This design comes from an exercise in tuning for small area, a short achievable clock period and few clock cycles per item on the open sky130 flow, not from production work. No functional check of the RTL was part of any run shown here.

### flow/constraint.sdc
create_clock -name core_clock -period 4.0 [get_ports {clk}]
set_input_delay 0.8000 -clock core_clock [delete_from_list [all_inputs] [get_ports {clk}]]
set_output_delay 0.8000 -clock core_clock [all_outputs]
set_load 0.01 [all_outputs]
### flow/run.sh
#!/bin/bash
# synth_recipe.tcl (not shown) runs the flow's synth.tcl, then flattens the netlist and writes it again
# the make line also repeats each setting of config.mk as NAME=value (left out here)
make -C /OpenROAD-flow-scripts/flow DESIGN_CONFIG=/design/flow/config.mk WORK_HOME=/design/flow/orfs CLKGATE_MAP_FILE= SYNTH_SCRIPT=/design/flow/synth_recipe.tcl finish
### flow/design.v
module huffman(clk, reset, gray_valid, gray_data, CNT_valid, CNT1, CNT2, CNT3, CNT4, CNT5, CNT6,
               code_valid, HC1, HC2, HC3, HC4, HC5, HC6, M1, M2, M3, M4, M5, M6);
input clk;
input reset;
input gray_valid;
input [7:0] gray_data;
output reg CNT_valid;
output [7:0] CNT1, CNT2, CNT3, CNT4, CNT5, CNT6;
output reg code_valid;
output [7:0] HC1, HC2, HC3, HC4, HC5, HC6;
output [7:0] M1, M2, M3, M4, M5, M6;
reg        pv;           
reg  [2:0] pd;
reg        run;          
reg  [3:0] tc;           
reg  [7:0] w [0:5];      
reg  [2:0] p [1:6];      
reg  [4:0] r [1:6];      
assign CNT1 = w[5]; assign CNT2 = w[0]; assign CNT3 = w[1];
assign CNT4 = w[2]; assign CNT5 = w[3]; assign CNT6 = w[4];
wire go      = run | CNT_valid;
wire step    = go & (~tc[3] | (tc[2:0] < 3'd5));    
wire combine = (tc > 4'd4) & tc[0] & (tc != 4'd13);
wire [4:0] uns;
assign uns[0] = tc < 4'd4;
assign uns[1] = tc < 4'd3;
assign uns[2] = tc < 4'd2;
assign uns[3] = tc < 4'd1;
assign uns[4] = 1'b0;
wire [5:1] lt;
genvar gi;
generate for (gi = 1; gi < 6; gi = gi + 1) begin : g_lt
  assign lt[gi] = w[gi] < w[0];
end endgenerate
wire [4:0] c = uns | lt;
wire [2:0] q = c[4] ? 3'd5 : c[3] ? 3'd4 : c[2] ? 3'd3 : c[1] ? 3'd2 : c[0] ? 3'd1 : 3'd0;
reg  [7:0] wsel;
always @* begin
  case (pd)
    3'd1: wsel = w[5];
    3'd2: wsel = w[0];
    3'd3: wsel = w[1];
    3'd4: wsel = w[2];
    3'd5: wsel = w[3];
    default: wsel = w[4];
  endcase
end
wire [7:0] sum = (run ? w[0] : wsel) + (run ? w[1] : 8'd1);
always @(posedge clk or posedge reset) begin
  if (reset) begin
    pv <= 1'b0; pd <= 3'd0; CNT_valid <= 1'b0; code_valid <= 1'b0;
    run <= 1'b0; tc <= 4'd0;
  end else begin
    pv <= gray_valid & ~run;
    pd <= gray_data[2:0];
    CNT_valid <= pv & ~gray_valid;
    if (CNT_valid) run <= 1'b1;
    if (step) tc <= tc + 4'd1;
    code_valid <= step & (tc == 4'd12);
  end
end
wire cnt = pv & (pd != 3'd0) & (pd != 3'd7);
integer i;
always @(posedge clk or posedge reset) begin
  if (reset) begin
    for (i = 0; i < 6; i = i + 1) w[i] <= 8'd0;
  end else if (step) begin
    if (combine) begin
      w[0] <= sum;
      for (i = 1; i < 5; i = i + 1) w[i] <= w[i+1];
      w[5] <= 8'hff;
    end else begin
      for (i = 0; i < 5; i = i + 1)
        if (c[i]) w[i] <= w[i+1];
        else if (i == 0 || c[i-1]) w[i] <= w[0];
      if (c[4]) w[5] <= w[0];
    end
  end else if (cnt) begin
    for (i = 0; i < 5; i = i + 1)
      if (pd == i + 2) w[i] <= sum;
    if (pd == 3'd1) w[5] <= sum;
  end
end
function [4:0] lead(input [4:0] v);    
  lead = {v[4], v[3] & ~v[4], v[2] & ~|v[4:3], v[1] & ~|v[4:2], v[0] & ~|v[4:1]};
endfunction
function [4:0] add_bit(input [4:0] v, input b);   
  reg [4:0] l;
  begin
    l = lead(v);
    add_bit = (v & ~l) | (l & {5{b}}) | {l[3:0], 1'b0};
  end
endfunction
genvar k;
generate for (k = 1; k <= 6; k = k + 1) begin : g_lvl
  wire [2:0] pk = p[k];
  wire top = (pk[2:1] == 2'b00);
  always @(posedge clk or posedge reset) begin
    if (reset) begin
      p[k] <= (k == 1) ? 3'd5 : k - 2;
      r[k] <= 5'b00001;
    end else if (step) begin
      if (combine) begin
        p[k] <= top ? 3'd0 : pk - 3'd1;
        if (top) r[k] <= add_bit(r[k], ~pk[0]);
      end else begin
        if (pk == 3'd0) p[k] <= q;
        else if (pk <= q) p[k] <= pk - 3'd1;
      end
    end
  end
end endgenerate
function [7:0] mask_of(input [4:0] v);
  mask_of = {3'b000, |v[4], |v[4:3], |v[4:2], |v[4:1], |v[4:0]};
endfunction
function [7:0] code_of(input [4:0] v, input b);
  code_of = {3'b000, (v & {1'b0, |v[4], |v[4:3], |v[4:2], |v[4:1]}) | (lead(v) & {5{b}})};
endfunction
assign M1 = mask_of(r[1]); assign HC1 = code_of(r[1], p[1] == 3'd0);
assign M2 = mask_of(r[2]); assign HC2 = code_of(r[2], p[2] == 3'd0);
assign M3 = mask_of(r[3]); assign HC3 = code_of(r[3], p[3] == 3'd0);
assign M4 = mask_of(r[4]); assign HC4 = code_of(r[4], p[4] == 3'd0);
assign M5 = mask_of(r[5]); assign HC5 = code_of(r[5], p[5] == 3'd0);
assign M6 = mask_of(r[6]); assign HC6 = code_of(r[6], p[6] == 3'd0);
endmodule
### flow/config.mk
export PLATFORM = sky130hd
export DESIGN_NAME = huffman
export DESIGN_NICKNAME = huffman
export VERILOG_FILES = /design/flow/design.v
export SDC_FILE = /design/flow/constraint.sdc
export NUM_CORES = 4
export LEC_CHECK = 0
export CAP_MARGIN = 20
export CORE_MARGIN = 2
export CORE_UTILIZATION = 40
export SLEW_MARGIN = 20
==> results of run 1 <==
-- path summary, 6_finish.rpt --
kind,endpoint,slack [ns],depth (start not counted)
worst max-delay path,p[5][2],0.26,17
worst min-delay path,register,0.48,1
worst max register to register,p[5][2],0.26,17
worst min register to register,register,0.48,1
max in group asynchronous,asynchronous set/reset pin,2.30,3
min in group asynchronous,w[1][6],0.88,2
-- final cells by class --
| type | instances | area (um2) | area share |
|---|---|---|---|
| flip-flops and latches | 107 | 2700 | 0.260 |
| well taps | 275 | 344 | 0.0332 |
| clock buffers | 11 | 253 | 0.0244 |
| clock inverters | 5 | 82.6 | 0.00797 |
| repair buffers | 159 | 1480 | 0.143 |
| multi-input cells | 771 | 5340 | 0.516 |
| inverters | 41 | 156 | 0.0151 |
-- worst reg2reg max path, cell delays in order (launching register included) --
cell and delay (ns):
dfrtp_1 0.38, inv_1 0.31, ha_1 0.32, a211o_1 0.29
a31oi_1 0.14, or3_1 0.16, a31oi_1 0.15, o21ai_0 0.26
a21oi_1 0.13, inv_1 0.25, ha_1 0.21, nor2b_1 0.04
o21ai_0 0.15, nand2b_1 0.10, a31oi_2 0.36, o21ai_0 0.15
a21oi_1 0.16, nand2_1 0.06
-- kinds of logic after synthesis --
kind of cell | count (synthesis) | synth area share
AO/OA/AOI/OAI | 313 | 0.239
XOR/XNOR | 10 | 0.0102
adder cells (fa/ha/maj) | 77 | 0.113
buffers and inverters | 125 | 0.0785
flip-flops | 107 | 0.315
multiplexers | 52 | 0.0707
other | 1 | 0.000438
AND/OR/NAND/NOR | 283 | 0.173
-- sequential cells by signal (all words and copies together) (netlist names), named ones only --
name,cells
w,48
r,24
p,18
tc,4
pd,3
CNT_valid,1
code_valid,1
pv,1
run,1
-- cell usage after synthesis (7+ instances only) --
master | instances | area (um2)
nand2_1 | 68 | 255
or3_1 | 10 | 62.6
clkbuf_1 | 18 | 67.6
a21oi_1 | 62 | 310
a31oi_1 | 45 | 282
o22ai_1 | 9 | 56.3
mux2_2 | 13 | 146
dfrtp_1 | 94 | 2350
or2_2 | 7 | 43.8
nor2b_1 | 25 | 156
inv_1 | 41 | 154
o21a_1 | 33 | 248
dfstp_2 | 13 | 342
a211oi_1 | 15 | 113
buf_2 | 15 | 75.1
a21o_1 | 11 | 82.6
nand3_1 | 19 | 95.1
and2_1 | 14 | 87.6
o21ai_0 | 65 | 325
o21ai_1 | 15 | 75.1
mux2_4 | 11 | 165
nand2b_1 | 26 | 163
ha_1 | 76 | 951
buf_4 | 45 | 338
nor3_1 | 25 | 125
nor2_1 | 55 | 206
mux2i_1 | 26 | 260
-- per-layer routing --
metal | vias up | wire, um | global-route usage | share of wire
met1 | 3688 | 11200 | 0.291 | 0.45
li1 | 3718 | - | - | -
met5 | - | 0 | 0 | 0
met4 | 0 | 954 | 0.104 | 0.038
met3 | 61 | 1100 | 0.0294 | 0.044
met2 | 228 | 11800 | 0.365 | 0.47
-- through the flow --
stage,instance area (um2),setup slack (ns)
finish,10400,0.259
global route,10400,0.0400
CTS,10300,0.227
detailed placement,10000,0.250
global placement,10000,0.251
floorplan,8690,0.404
==> flow_summary.yaml, run 1 <==
status:
  status: "finished clean"
floorplan:
  fp-row-count: 53
  start_util: 0.407
  die_h_um: 150
  ios: 157
  core_area_mm2: 0.0210
  die_x_um: 150
  dieArea_mm2: 0.0226
route:
  drtPass1Iterations: 6
  drt_iter0_drc: 520
  via_per_inst: 5.62
  wirelength_um: 25000
  route.detailed.wl_per_inst_um: 18.3
  postRouteAntennaNets: 0
  vias: 7695
  drc: 0
setup_path:
  cpPeakStageDelay_ns: 0.38
  cp_common_cell: "o21ai_0"
  worstPathArrival_ns: 4.00
  crit_path_end_kind: "register"
  path_cells: "inv_1 > ha_1 > a211o_1 > a31oi_1 > or3_1 > a31oi_1 > o21ai_0 > a21oi_1 > inv_1 > ha_1 > nor2b_1 > o21ai_0 > nand2b_1 > a31oi_2 > o21ai_0 > a21oi_1 > nand2_1"
  r2r-start: "w[0][2]"
  path_delay_family: "compound AO/OA/AOI/OAI gates"
  path_buf_inv: 2
  crit_required_ns: 4.26
  cp-startpoint: "w[0][2]"
  crit_type: "reg -> reg"
  worstSetupStartpointType: "register"
  cp_slowest_cell: "dfrtp_1"
  crit_fanout: 9
logic_synthesis:
  synthCells: 968
  synthArstFlopShare: 1.00
  synth-main-ff-cell: "dfrtp_1"
  synth_area_per_cell_um2: 8.85
  yosysUniqueCellTypes: 81
  ys_ff_latch: 107
  yosys_warnings: 5
  ys_seq_area_frac: 0.315
  synth_edf_count: 0
  syn_area_mm2: 0.00856
cells_and_area:
  final_cells: 1369
  fillers: 2010
  layout.nets: 1177
  drive_gt1_frac: 0.119
  areaGrowthSynthToFinish_pct: 20.9
  n_antenna_cell: 0
  utilization: 0.493
  final_common_cell: "clkdlybuf4s50_1"
  most-common-layout-cells: "clkdlybuf4s50_1 (115), dfrtp_1 (93), ha_1 (76)"
sta:
  rsz0062_at_grt: "false"
  finalHoldViolCount: 0
  slew_headroom: 0.443
  period_needed_ns: 3.74
  hold_ws_ns: 0.476
  worstMarginPinSlew_ns: 0.834
  skew_ns: 0.0106
  fin_tns_setup_ns: 0
  fmax_mhz: 267
  setup-violations-final: 0
  period_share: 0.935
  finalMaxSlewViolations: 0
hold_path:
  holdCritPathClass: "reg -> reg"
clock_network:
  cts_resized: 0
  clk_pin_slew_ns: 0.08
  cts_num_sinks: 107
  clkLatencyLatePin_ns: 0.37
  post_cts_buffers: 0
  cts-hold-fix-buffers: 0
  clockRootBuffer: "clkbuf_16"
  cts_tree: "yes"
  htreeDepth: 3
  clockBufferDepth: 2
  cts_made_buffers: 9
global_route:
  first_global_vias: 7268
  grt_start_max_net_pins: 50
  antenna_found_initial: 0
  grt_pass1_wl_um: 39100
  overflow: 0
  grt_usage: 0.223
place:
  place_hpwl_um: 18500
  port_buffers: 115
  dpl.cell_count: 1353
  gp_congestion: 0.884
flow_run:
  drv_cap: 0
==> run 2, diff against run 1 <==
--- a/flow/config.mk
+++ b/flow/config.mk
@@ -8,4 +8,5 @@
 export CAP_MARGIN = 20
 export CORE_MARGIN = 2
 export CORE_UTILIZATION = 40
+export SETUP_SLACK_MARGIN = 1.6
 export SLEW_MARGIN = 20
==> run 2 against run 1 <==
  * Largest cell class unchanged
  * Routed wire length rose by 18%
  * Die area unchanged
  * Clock-buffer cell count rose by 1
  * Critical path depth stayed put
  * Worst hold slack worse by 0.0021 ns
  * Highest routed layer unchanged
  * Still clean on timing, DRC and antenna
==> flow_summary.yaml, run 2 <==
cells_and_area:
  reg_top3: "w: 48 flops, r: 24 flops, p: 18 flops"
  regMostFlops: "w"
  n_antenna_cell: 0
  most-common-layout-cells: "buf_4 (171), dfrtp_1 (64), clkdlybuf4s50_1 (63)"
  final_cells: 1545
  final_common_cell: "buf_4"
  largest_reg_flops: 48
  layout.nets: 1353
  regArea_mm2: 0.00273
  drive_gt1_frac: 0.452
  fillers: 1742
  areaGrowthSynthToFinish_pct: 53.3
  multiInputGateArea_mm2: 0.00669
  utilization: 0.624
logic_synthesis:
  synth.most_common_cell: "dfrtp_1"
  synthArstFlopShare: 1.00
  synth_edf_count: 0
  synth_area_per_cell_um2: 8.85
  yosysTopAreaCell: "dfrtp_1"
  yosys-top-cells-count: "dfrtp_1 (94), ha_1 (76), nand2_1 (68), o21ai_0 (65), a21oi_1 (62)"
  ys_seq_area_frac: 0.315
  ys_ff_latch: 107
  yosys_warnings: 5
  yosysTopAreaCellShare: 0.275
  synthCells: 968
  yosysUniqueCellTypes: 81
  synth-main-ff-cell: "dfrtp_1"
  syn_area_mm2: 0.00856
  synth_area_leaders: "dfrtp_1 (27%), ha_1 (11%), dfstp_2 (4.0%), buf_4 (3.9%), o21ai_0 (3.8%)"
floorplan:
  start_util: 0.407
  die_h_um: 150
  ios: 157
  dieArea_mm2: 0.0226
  core_area_mm2: 0.0210
  fp-row-count: 53
  die_x_um: 150
clock_network:
  htreeDepth: 3
  clockBufferDepth: 2
  cts_num_sinks: 107
  cts_tree: "yes"
  clockRootBuffer: "clkbuf_16"
  clk_pin_slew_ns: 0.07
  cts_made_buffers: 9
  clkLatencyLatePin_ns: 0.36
sta:
  final.setup.worst_slack_ns: 0.724
  finalMaxSlewViolations: 0
  period_needed_ns: 3.28
  fin_tns_setup_ns: 0
  finalHoldViolCount: 0
  worstMarginPinSlew_ns: 0.898
  skew_ns: 0.0101
  slew_headroom: 0.399
  period_share: 0.819
  rsz0062_at_grt: "true"
  fmax_mhz: 305
  setup-violations-final: 0
route:
  route.detailed.wl_per_inst_um: 19.2
  vias: 8700
  drt_iter0_drc: 531
  postRouteAntennaNets: 0
  wirelength_um: 29600
  via_per_inst: 5.63
  drc: 0
  drtPass1Iterations: 6
flow_run:
  drv_cap: 0
global_route:
  overflow: 0
  antenna_found_initial: 0
  grt_pass1_wl_um: 45200
  grt_start_max_net_pins: 39
  grt_usage: 0.257
  first_global_vias: 8334
setup_path:
  r2r_end: "p[3][0]"
  crit_required_ns: 4.29
  crit_path_end_kind: "register"
  r2r-start: "w[0][1]"
  r2r_slack_ns: 0.72
  reg2regPathDepth: 17
  worstSetupStartpointType: "register"
  crit_type: "reg -> reg"
  crit_fanout: 5
  worstPathArrival_ns: 3.56
hold_path:
  hold_depth: 1
  holdCritPathClass: "reg -> reg"
place:
  gp_congestion: 0.857
  dpl.cell_count: 1334
  port_buffers: 115
  place_hpwl_um: 18600
  pre_cts_ws_ns: 0.399
status:
  status: "finished clean"
==> run 2: cell count changes in the layout (fill, tap and decap cells not counted), sizes merged <==
cell / delta
a31oi: +1
buf: +207
bufinv: -1
clkbuf: +10
clkdlybuf4s15: +4
clkdlybuf4s50: -52
clkinvlp: +3
dlygate4sd2: +4
dlymetal6s2s: +3
inv: -3
==> run 2: how the worst max path moves through the flow <==
stage          startpoint      end  cells after the start
6_report          w[0][1]  p[3][0]                     17
5_1_grt             pd[2]  w[3][7]                     16
4_1_cts             pd[2]  w[1][6]                     15
3_5_place_dp        pd[0]  w[4][7]                     11
3_3_place_gp        pd[0]  w[4][7]                     11
2_1_floorplan     w[0][7]  p[3][0]                     14
==> run 2: repair_timing <==
action	4_1_cts	5_1_grt
hold buffers	0	0
pin swaps	68	57
resized for setup	395	112
setup buffers	146	46
hold endpoints to repair	0	0
setup endpoints to repair	151	138
cloned	3	0
==> run 2: kinds of logic (layout without fill, tap and decap cells) <==
family	after synthesis	after routing	share of synthesized area
compound gates	313	314	0.239
simple gates	283	283	0.173
buf+inv	125	391	0.0785
flops	107	107	0.315
fa+ha+maj	77	77	0.113
mux	52	52	0.0707
xor+xnor	10	10	0.0102
other cells	1	36	0.000438
==> run 2: through the flow <==
stage          hold WS (ns)  instance area [um2]
4_1_cts               0.477                12400
2_1_floorplan         0.449                 9000
6_report              0.474                13100
5_1_grt               0.489                13100
3_5_place_dp          0.465                10100
3_3_place_gp          0.460                10100
==> run 2: final cells by class <==
| class | count | area share |
|---|---|---|
| multi-input combinational | 772 | 0.509 |
| timing repair buffer | 334 | 0.219 |
| sequential | 107 | 0.208 |
| tap | 275 | 0.0262 |
| clock buffer | 12 | 0.0188 |
| inverter | 41 | 0.0149 |
| clock inverter | 4 | 0.00381 |
==> run 2: critical path, cell delays in order, from the launching register on <==
cell      delay (ns)
dfrtp_2         0.41
inv_4           0.06
buf_4           0.14
ha_1            0.31
a211oi_2        0.28
o21bai_4        0.13
and3_1          0.23
nand2_1         0.11
nand2_4         0.11
buf_6           0.16
ha_4            0.21
nor2b_2         0.16
o21ai_1         0.13
nand2b_1        0.11
a31oi_4         0.26
nor2b_1         0.17
o21ai_1         0.06
a31oi_1         0.15
==> run 2: routing by layer <==
layer,wire (um),vias up,GRT usage
met5,0,-,0
met2,15100,317,0.455
li1,-,4069,-
met1,11600,4230,0.308
met4,1270,0,0.114
met3,1620,84,0.0385
==> run 3, diff against run 2 <==
==> flow/design.v (replaced) <==
module huffman(clk, reset, gray_valid, gray_data, CNT_valid, CNT1, CNT2, CNT3, CNT4, CNT5, CNT6,
               code_valid, HC1, HC2, HC3, HC4, HC5, HC6, M1, M2, M3, M4, M5, M6);
input clk;
input reset;
input gray_valid;
input [7:0] gray_data;
output reg CNT_valid;
output [7:0] CNT1, CNT2, CNT3, CNT4, CNT5, CNT6;
output reg code_valid;
output [7:0] HC1, HC2, HC3, HC4, HC5, HC6;
output [7:0] M1, M2, M3, M4, M5, M6;
reg        gv1;          
reg        run;          
reg  [3:0] tc;           
reg  [7:0] w [0:5];      
reg  [5:0] m [0:5];      
reg  [3:0] t [1:6];      
reg  [3:0] h [1:6];      
assign CNT1 = w[5]; assign CNT2 = w[0]; assign CNT3 = w[1];
assign CNT4 = w[2]; assign CNT5 = w[3]; assign CNT6 = w[4];
wire go      = run | CNT_valid;
wire step    = go & (~tc[3] | (tc[2:0] < 3'd5));    
wire combine = (tc > 4'd4) & tc[0] & (tc != 4'd13);
wire [4:0] uns;
assign uns[0] = tc < 4'd4;
assign uns[1] = tc < 4'd3;
assign uns[2] = tc < 4'd2;
assign uns[3] = tc < 4'd1;
assign uns[4] = 1'b0;
wire [5:1] lt;
genvar gi;
generate for (gi = 1; gi < 6; gi = gi + 1) begin : g_lt
  assign lt[gi] = w[gi] < w[0];
end endgenerate
wire [4:0] c = uns | lt;
wire [7:0] sum = w[0] + w[1];
wire [7:0] mo [1:6];
wire [7:0] ho [1:6];
always @(posedge clk or posedge reset) begin
  if (reset) begin
    gv1 <= 1'b0; CNT_valid <= 1'b0; code_valid <= 1'b0;
    run <= 1'b0; tc <= 4'd0;
  end else begin
    gv1 <= gray_valid;
    CNT_valid <= gv1 & ~gray_valid;
    if (CNT_valid) run <= 1'b1;
    if (step) tc <= tc + 4'd1;
    code_valid <= step & (tc == 4'd12);
  end
end
integer i;
always @(posedge clk) begin
  if (reset) begin
    for (i = 0; i < 6; i = i + 1) w[i] <= 8'd0;
  end else if (step) begin
    if (combine) begin
      w[0] <= sum;
      for (i = 1; i < 5; i = i + 1) w[i] <= w[i+1];
      w[5] <= 8'hff;
    end else begin
      for (i = 0; i < 5; i = i + 1)
        if (c[i]) w[i] <= w[i+1];
        else if (i == 0 || c[i-1]) w[i] <= w[0];
      if (c[4]) w[5] <= w[0];
    end
  end else if (gray_valid & ~run) begin
    for (i = 0; i < 5; i = i + 1)
      if (gray_data[2:0] == i + 2) w[i] <= w[i] + 8'd1;
    if (gray_data[2:0] == 3'd1) w[5] <= w[5] + 8'd1;
  end
end
always @* m[5] = ~(m[0] | m[1] | m[2] | m[3] | m[4]);
always @(posedge clk or posedge reset) begin
  if (reset) begin
    m[0] <= 6'b000010; m[1] <= 6'b000100; m[2] <= 6'b001000;
    m[3] <= 6'b010000; m[4] <= 6'b100000;
  end else if (step) begin
    if (combine) begin
      m[0] <= m[0] | m[1];
      for (i = 1; i < 5; i = i + 1) m[i] <= m[i+1];
    end else begin
      for (i = 0; i < 5; i = i + 1)
        if (c[i]) m[i] <= m[i+1];
        else if (i == 0 || c[i-1]) m[i] <= m[0];
    end
  end
end
genvar k;
generate for (k = 1; k <= 6; k = k + 1) begin : g_lvl
  wire a = m[0][k-1];
  wire b = m[1][k-1];
  wire [3:0] nxt = {t[k][2:0], 1'b1} & ~t[k];    
  always @(posedge clk or posedge reset) begin
    if (reset) begin
      t[k] <= 4'd0;
      h[k] <= 4'd0;
    end else if (step & combine & (a | b)) begin
      t[k] <= {t[k][2:0], 1'b1};
      if (a) h[k] <= h[k] | nxt;
    end
  end
  wire [4:0] nx5 = {t[k], 1'b1} & ~{1'b0, t[k]};
  assign mo[k] = {3'b000, t[k], 1'b1};
  assign ho[k] = {3'b000, {1'b0, h[k]} | (nx5 & {5{a}})};
end endgenerate
assign M1 = mo[1]; assign HC1 = ho[1];
assign M2 = mo[2]; assign HC2 = ho[2];
assign M3 = mo[3]; assign HC3 = ho[3];
assign M4 = mo[4]; assign HC4 = ho[4];
assign M5 = mo[5]; assign HC5 = ho[5];
assign M6 = mo[6]; assign HC6 = ho[6];
endmodule
--- a/flow/config.mk
+++ b/flow/config.mk
@@ -8,5 +8,5 @@
 export CAP_MARGIN = 20
 export CORE_MARGIN = 2
 export CORE_UTILIZATION = 40
-export SETUP_SLACK_MARGIN = 1.6
+export SETUP_SLACK_MARGIN = 1.7
 export SLEW_MARGIN = 20
==> run 3 against run 2 <==
  * Cell area is 5.6% lower
  * Sequential share of layout area is 5.0 points higher
  * Clock-buffer cell count is 6 higher
  * Clock skew is 0.0010 ns lower
  * Routed wire length is 3.7% lower
  * Via count is 3.4% lower
  * Core utilization is 3.5 points lower
  * Synthesized cell count is 0.31% lower
==> flow_summary.yaml, run 3 <==
floorplan:
  ios: 157
  core_area_mm2: 0.0210
  die_h_um: 150
  start_util: 0.408
  dieArea_mm2: 0.0226
  fp-row-count: 53
  die_x_um: 150
cells_and_area:
  largest_reg_flops: 48
  fillers: 1773
  n_antenna_cell: 0
  drive_gt1_frac: 0.345
  regMostFlops: "w"
  final_common_cell: "buf_4"
  fin_area_mm2: 0.0124
  layout.nets: 1236
  reg_top3: "w: 48 flops, m: 30 flops"
  areaGrowthSynthToFinish_pct: 44.4
  most-common-layout-cells: "buf_4 (86), dfrtp_1 (72), nand2_1 (69)"
route:
  drt_iter0_drc: 779
  vias: 8403
  drtPass1Iterations: 5
  postRouteAntennaNets: 0
  wirelength_um: 28500
  drc: 0
  via_per_inst: 5.76
  route.detailed.wl_per_inst_um: 19.6
global_route:
  first_global_vias: 7682
  grt_usage: 0.246
  grt_pass1_wl_um: 43100
  antenna_found_initial: 0
  grt_start_max_net_pins: 46
  overflow: 0
logic_synthesis:
  yosysTopAreaCellShare: 0.236
  synth.most_common_cell: "dfrtp_1"
  synth_compound_area_frac: 0.253
  synth_top_family_by_area: "compound AO/OA/AOI/OAI gates"
  synth_xor_area_frac: 0.0122
  yosysUniqueCellTypes: 78
  synth-main-ff-cell: "dfrtp_1"
  yosysTopAreaCell: "dfrtp_1"
  synth_fa_ha_area_frac: 0.0796
  synth_edf_count: 0
  synthSimpleGateAreaFrac: 0.155
  yosys_warnings: 7
  ys_ff_latch: 134
  synthCells: 965
  synth_area_per_cell_um2: 8.89
  ys_seq_area_frac: 0.363
  synth.area.mux_share: 0.0481
  yosys-top-cells-count: "dfrtp_1 (81), a21oi_1 (78), nand2_1 (71), o21ai_0 (61), nor2_1 (58)"
  synth_area_leaders: "dfrtp_1 (24%), dfxtp_1 (11%), ha_1 (7.7%), a21oi_1 (4.5%), buf_4 (3.8%)"
  synthArstFlopShare: 0.642
  syn_area_mm2: 0.00858
clock_network:
  htreeDepth: 4
  cts_made_buffers: 17
  cts_num_sinks: 134
  clockRootBuffer: "clkbuf_16"
  cts_tree: "yes"
  clockBufferDepth: 2
  clk_pin_slew_ns: 0.06
  cts-hold-fix-buffers: 0
  clkLatencyLatePin_ns: 0.43
place:
  place_hpwl_um: 16300
  gp_congestion: 0.857
  pre_cts_ws_ns: 0.717
  port_buffers: 109
  dpl-instance-area_mm2: 0.00980
setup_path:
  r2r_end: "w[1][6]"
  cpPeakStageDelay_ns: 0.49
  crit_type: "reg -> reg"
  path_cells: "clkinv_8 > ha_4 > or4_4 > a21oi_4 > o32ai_4 > o2111a_2 > buf_6 > buf_6 > nor3_2 > a311oi_1 > a32o_1"
  crit_required_ns: 4.32
  r2r-start: "w[0][3]"
  r2r_slack_ns: 1.34
  path_delay_family: "compound AO/OA/AOI/OAI gates"
  reg2regPathDepth: 11
  cp_slowest_cell: "or4_4"
  cp_common_cell: "buf_6"
  crit_path_end_kind: "register"
  path_buf_inv: 3
  worstPathArrival_ns: 2.98
  worstSetupStartpointType: "register"
  crit_fanout: 6
status:
  status: "finished clean"
sta:
  fmax_mhz: 376
  period_share: 0.665
  fin_tns_setup_ns: 0
  skew_ns: 0.00913
  setup-violations-final: 0
  finalHoldViolCount: 0
  period_needed_ns: 2.66
  finalMaxSlewViolations: 0
  slew_headroom: 0.493
  worstMarginPinSlew_ns: 0.761
  rsz0062_at_grt: "true"
  final.setup.worst_slack_ns: 1.34
hold_path:
  hold_start: "gv1"
  holdPathEnd: "CNT_valid"
  hold_depth: 1
  holdCritPathClass: "reg -> reg"
flow_run:
  drv_cap: 0
## run 3: cell types whose count changed in the layout (fill, tap and decap cells not counted), sizes merged, moves of 19 or more
cell    previous run  this run
buf              251       131
a31oi             48         3
nor2b             25         2
nand2b            26         7
ha                76        53
dfxtp              0        48
## run 3: cells by family (layout without fill, tap and decap cells)
group           count (synthesis)  count (layout)
fa+ha+maj                      54              54
simple gates                  267             271
compound gates                310             310
buf+inv                       146             321
other cells                     2              42
flops                         134             134
xor+xnor                       12              12
mux                            40              40
## run 3: layout make-up
| type | count | area [um2] | area share |
|---|---|---|---|
| clock buffer | 18 | 429 | 0.0346 |
| clock inverter | 14 | 189 | 0.0152 |
| inverter | 52 | 234 | 0.0189 |
| multi-input combinational | 729 | 5720 | 0.461 |
| sequential | 134 | 3200 | 0.259 |
| tap | 275 | 344 | 0.0278 |
| timing repair buffer | 237 | 2270 | 0.183 |
## run 3: how the worst max path moves through the flow
stage                 start      end  slack [ns]  cells after the start
finish              w[0][3]  w[1][6]        1.34                     11
global route        w[0][3]  w[1][0]        1.31                     10
CTS                 w[0][4]  w[1][0]        1.45                     10
detailed placement  w[0][4]  w[4][0]        0.72                      8
global placement    w[0][4]  w[4][7]        0.83                      9
floorplan           w[0][6]  w[3][3]        1.69                     10
## run 3: per-stage QoR
stage / cells / hold WS [ns] / util
after global placement: 1312 / 0.440 / 0.466
after floorplan: 1005 / 0.439 / -
after global routing: 1459 / 0.490 / 0.589
after detailed placement: 1312 / 0.448 / 0.466
after CTS: 1429 / 0.461 / 0.558
final: 1459 / 0.463 / 0.589
## run 3: routing by layer
layer | vias to the layer above | wire length (um) | track usage
li1 | 3876 | - | -
met1 | 4015 | 12000 | 0.330
met2 | 419 | 12900 | 0.379
met3 | 93 | 2290 | 0.0552
met4 | 0 | 1340 | 0.109
met5 | - | 0 | 0
## run 3: what timing repair did
item / 4_1_cts / 5_1_grt
resized for setup: 184 / 147
setup endpoints to repair: 179 / 131
buffers inserted: 77 / 29
pin swaps: 38 / 47
gates cloned: 8 / 1
==> run 4, diff against run 3 <==
--- a/flow/config.mk
+++ b/flow/config.mk
@@ -8,5 +8,5 @@
 export CAP_MARGIN = 20
 export CORE_MARGIN = 2
 export CORE_UTILIZATION = 40
-export SETUP_SLACK_MARGIN = 1.7
+export SETUP_SLACK_MARGIN = 1.4
 export SLEW_MARGIN = 20
==> run 4 against run 3 <==
  * Routed wire length is 8.5% lower
  * Cell area is 6.6% lower
  * Synthesized cell count unchanged
  * Largest cell class unchanged
  * Area after synthesis stayed put
  * Still clean on timing, DRC and antenna
==> flow_summary.yaml, run 4 <==
global_route:
  grt_pass1_wl_um: 40100
  grt_start_max_net_pins: 57
  overflow: 0
  antenna_found_initial: 0
  grt_usage: 0.226
  first_global_vias: 7317
route:
  drc: 0
  route.detailed.wl_per_inst_um: 18.5
  wirelength_um: 26100
  drtPass1Iterations: 5
  drt_iter0_drc: 619
  vias: 7954
  postRouteAntennaNets: 0
  via_per_inst: 5.63
place:
  gp_congestion: 0.834
  place_hpwl_um: 16400
  pre_cts_ws_ns: 0.788
  port_buffers: 109
  dpl-instance-area_mm2: 0.00983
logic_synthesis:
  synth-main-ff-cell: "dfrtp_1"
  synthArstFlopShare: 0.642
  yosysTopAreaCellShare: 0.236
  synthCells: 965
  ys_seq_area_frac: 0.363
  yosysUniqueCellTypes: 78
  yosysTopAreaCell: "dfrtp_1"
  synth_area_leaders: "dfrtp_1 (24%), dfxtp_1 (11%), ha_1 (7.7%), a21oi_1 (4.5%), buf_4 (3.8%)"
  ys_ff_latch: 134
  synth_edf_count: 0
  synth.most_common_cell: "dfrtp_1"
  yosys-top-cells-count: "dfrtp_1 (81), a21oi_1 (78), nand2_1 (71), o21ai_0 (61), nor2_1 (58)"
  synth_area_per_cell_um2: 8.89
  yosys_warnings: 7
  syn_area_mm2: 0.00858
sta:
  skew_ns: 0.00731
  finalHoldViolCount: 0
  setup-violations-final: 0
  fin_tns_setup_ns: 0
  worstMarginPinSlew_ns: 0.737
  finalMaxSlewViolations: 0
  rsz0062_at_grt: "true"
  period_needed_ns: 2.66
  final.setup.worst_slack_ns: 1.34
  slew_headroom: 0.503
  fmax_mhz: 376
  period_share: 0.664
setup_path:
  crit_fanout: 8
  crit_required_ns: 4.37
  crit_path_end_kind: "register"
  crit_type: "reg -> reg"
  worstPathArrival_ns: 3.03
  worstSetupStartpointType: "register"
floorplan:
  fp-row-count: 53
  die_x_um: 150
  core_area_mm2: 0.0210
  dieArea_mm2: 0.0226
  start_util: 0.408
  ios: 157
  die_h_um: 150
clock_network:
  clockRootBuffer: "clkbuf_16"
  clkLatencyLatePin_ns: 0.43
  cts-hold-fix-buffers: 0
  cts_tree: "yes"
  cts_made_buffers: 17
  clk_pin_slew_ns: 0.06
  cts_num_sinks: 134
  htreeDepth: 4
  clockBufferDepth: 2
cells_and_area:
  areaGrowthSynthToFinish_pct: 34.9
  layout.nets: 1190
  most-common-layout-cells: "clkdlybuf4s50_1 (106), dfrtp_1 (74), nand2_1 (69)"
  n_antenna_cell: 0
  drive_gt1_frac: 0.240
  regMostFlops: "w"
  reg_top3: "w: 48 flops, m: 30 flops"
  final_common_cell: "clkdlybuf4s50_1"
  largest_reg_flops: 48
  fin_area_mm2: 0.0116
  utilization: 0.551
hold_path:
  holdCritPathClass: "reg -> reg"
flow_run:
  drv_cap: 0
status:
  status: "finished clean"
run 4: cell counts after synthesis:
No cell type changed its count.
run 4: cell families (layout without fill, tap and decap cells):
kind of cell / after synthesis / after routing / share of synthesized area
AO/OA/AOI/OAI: 310 / 311 / 0.253
XOR/XNOR: 12 / 12 / 0.0122
adder cells (fa/ha/maj): 54 / 54 / 0.0796
buffers and inverters: 146 / 275 / 0.0878
flip-flops: 134 / 134 / 0.363
multiplexers: 40 / 40 / 0.0481
other: 2 / 42 / 0.000875
AND/OR/NAND/NOR: 267 / 270 / 0.155
run 4: what timing repair did:
action / 4_1_cts / 5_1_grt
gates cloned: 4 / 0
setup buffers: 29 / 26
pin swaps: 16 / 43
endpoints found under the setup margin: 132 / 83
resized for setup: 51 / 92
run 4: final timing paths:
path	slack [ns]	endpoint	cells past startpoint	startpoint
worst min-delay path	0.46	CNT_valid	1	gv1
worst max-delay path	1.34	w[1][0]	10	w[0][2]
worst max register to register	1.34	w[1][0]	10	w[0][2]
max in group asynchronous	2.72	m[2][3]	3	reset
min in group asynchronous	0.49	h[3][0]	2	reset
worst min register to register	0.46	CNT_valid	1	gv1
run 4: through the flow:
stage          instances  hold WS [ns]
2_1_floorplan       1005         0.439
3_3_place_gp        1322         0.447
3_5_place_dp        1322         0.451
4_1_cts             1387         0.471
5_1_grt             1413         0.499
6_report            1413         0.465
run 4: area by class of cell:
class | instances | area, um2
inverter | 52 | 213
clock buffer | 18 | 439
multi-input combinational | 729 | 5460
fill | 1866 | 9440
tap | 275 | 344
clock inverter | 14 | 186
sequential | 134 | 3150
timing repair buffer | 191 | 1790
run 4: worst max-delay path: stages (launching register included):
cell and delay [ns]:
dfxtp_2 0.35, clkinvlp_4 0.18, ha_4 0.22, or4_4 0.49, a21oi_4 0.16, o32ai_4 0.13
o2111a_2 0.21, buf_12 0.15, mux2i_4 0.19, a2111oi_4 0.36, a31o_2 0.14
run 4: routing by layer:
| metal | vias to the layer above | global-route usage | share of wire | wire, um |
|---|---|---|---|---|
| met4 | 0 | 0.0830 | 0.025 | 643 |
| met1 | 3831 | 0.309 | 0.45 | 11800 |
| li1 | 3764 | - | - | - |
| met2 | 308 | 0.352 | 0.46 | 12100 |
| met5 | - | 0 | 0 | 0 |
| met3 | 51 | 0.0470 | 0.064 | 1660 |

port drivers added, routing unchanged:
No port has a modelled driver above. Below, the same layouts with a new extraction and two added sets of constraints.
Step 1: set_driving_cell puts a clkbuf_16 on clk and a buf_2 on each other input, an assumption about the parent block.
Step 2 also shifts input and output timing later by t, the mid clock arrival at the registers, as if the neighbouring blocks saw the same clock.
Slacks: ideal / step 1 / step 2; pairs: ideal / step 1.
run | shift t [ns] | setup WS [ns] | pins driven straight from the clock port
run 1 | 0.404 | 0.259 / 0.259 / 0.259 | 1
run 2 | 0.406 | 0.724 / 0.724 / 0.724 | 1
run 3 | 0.475 | 1.339 / 1.339 / 1.054 | 1
run 4 | 0.465 | 1.342 / 1.342 / 1.111 | 1
After both steps every run listed still meets setup and hold. For run 3, which loses most, drivers alone change the setup slack by 0.000 ns; drivers and shift together by -0.285 ns.
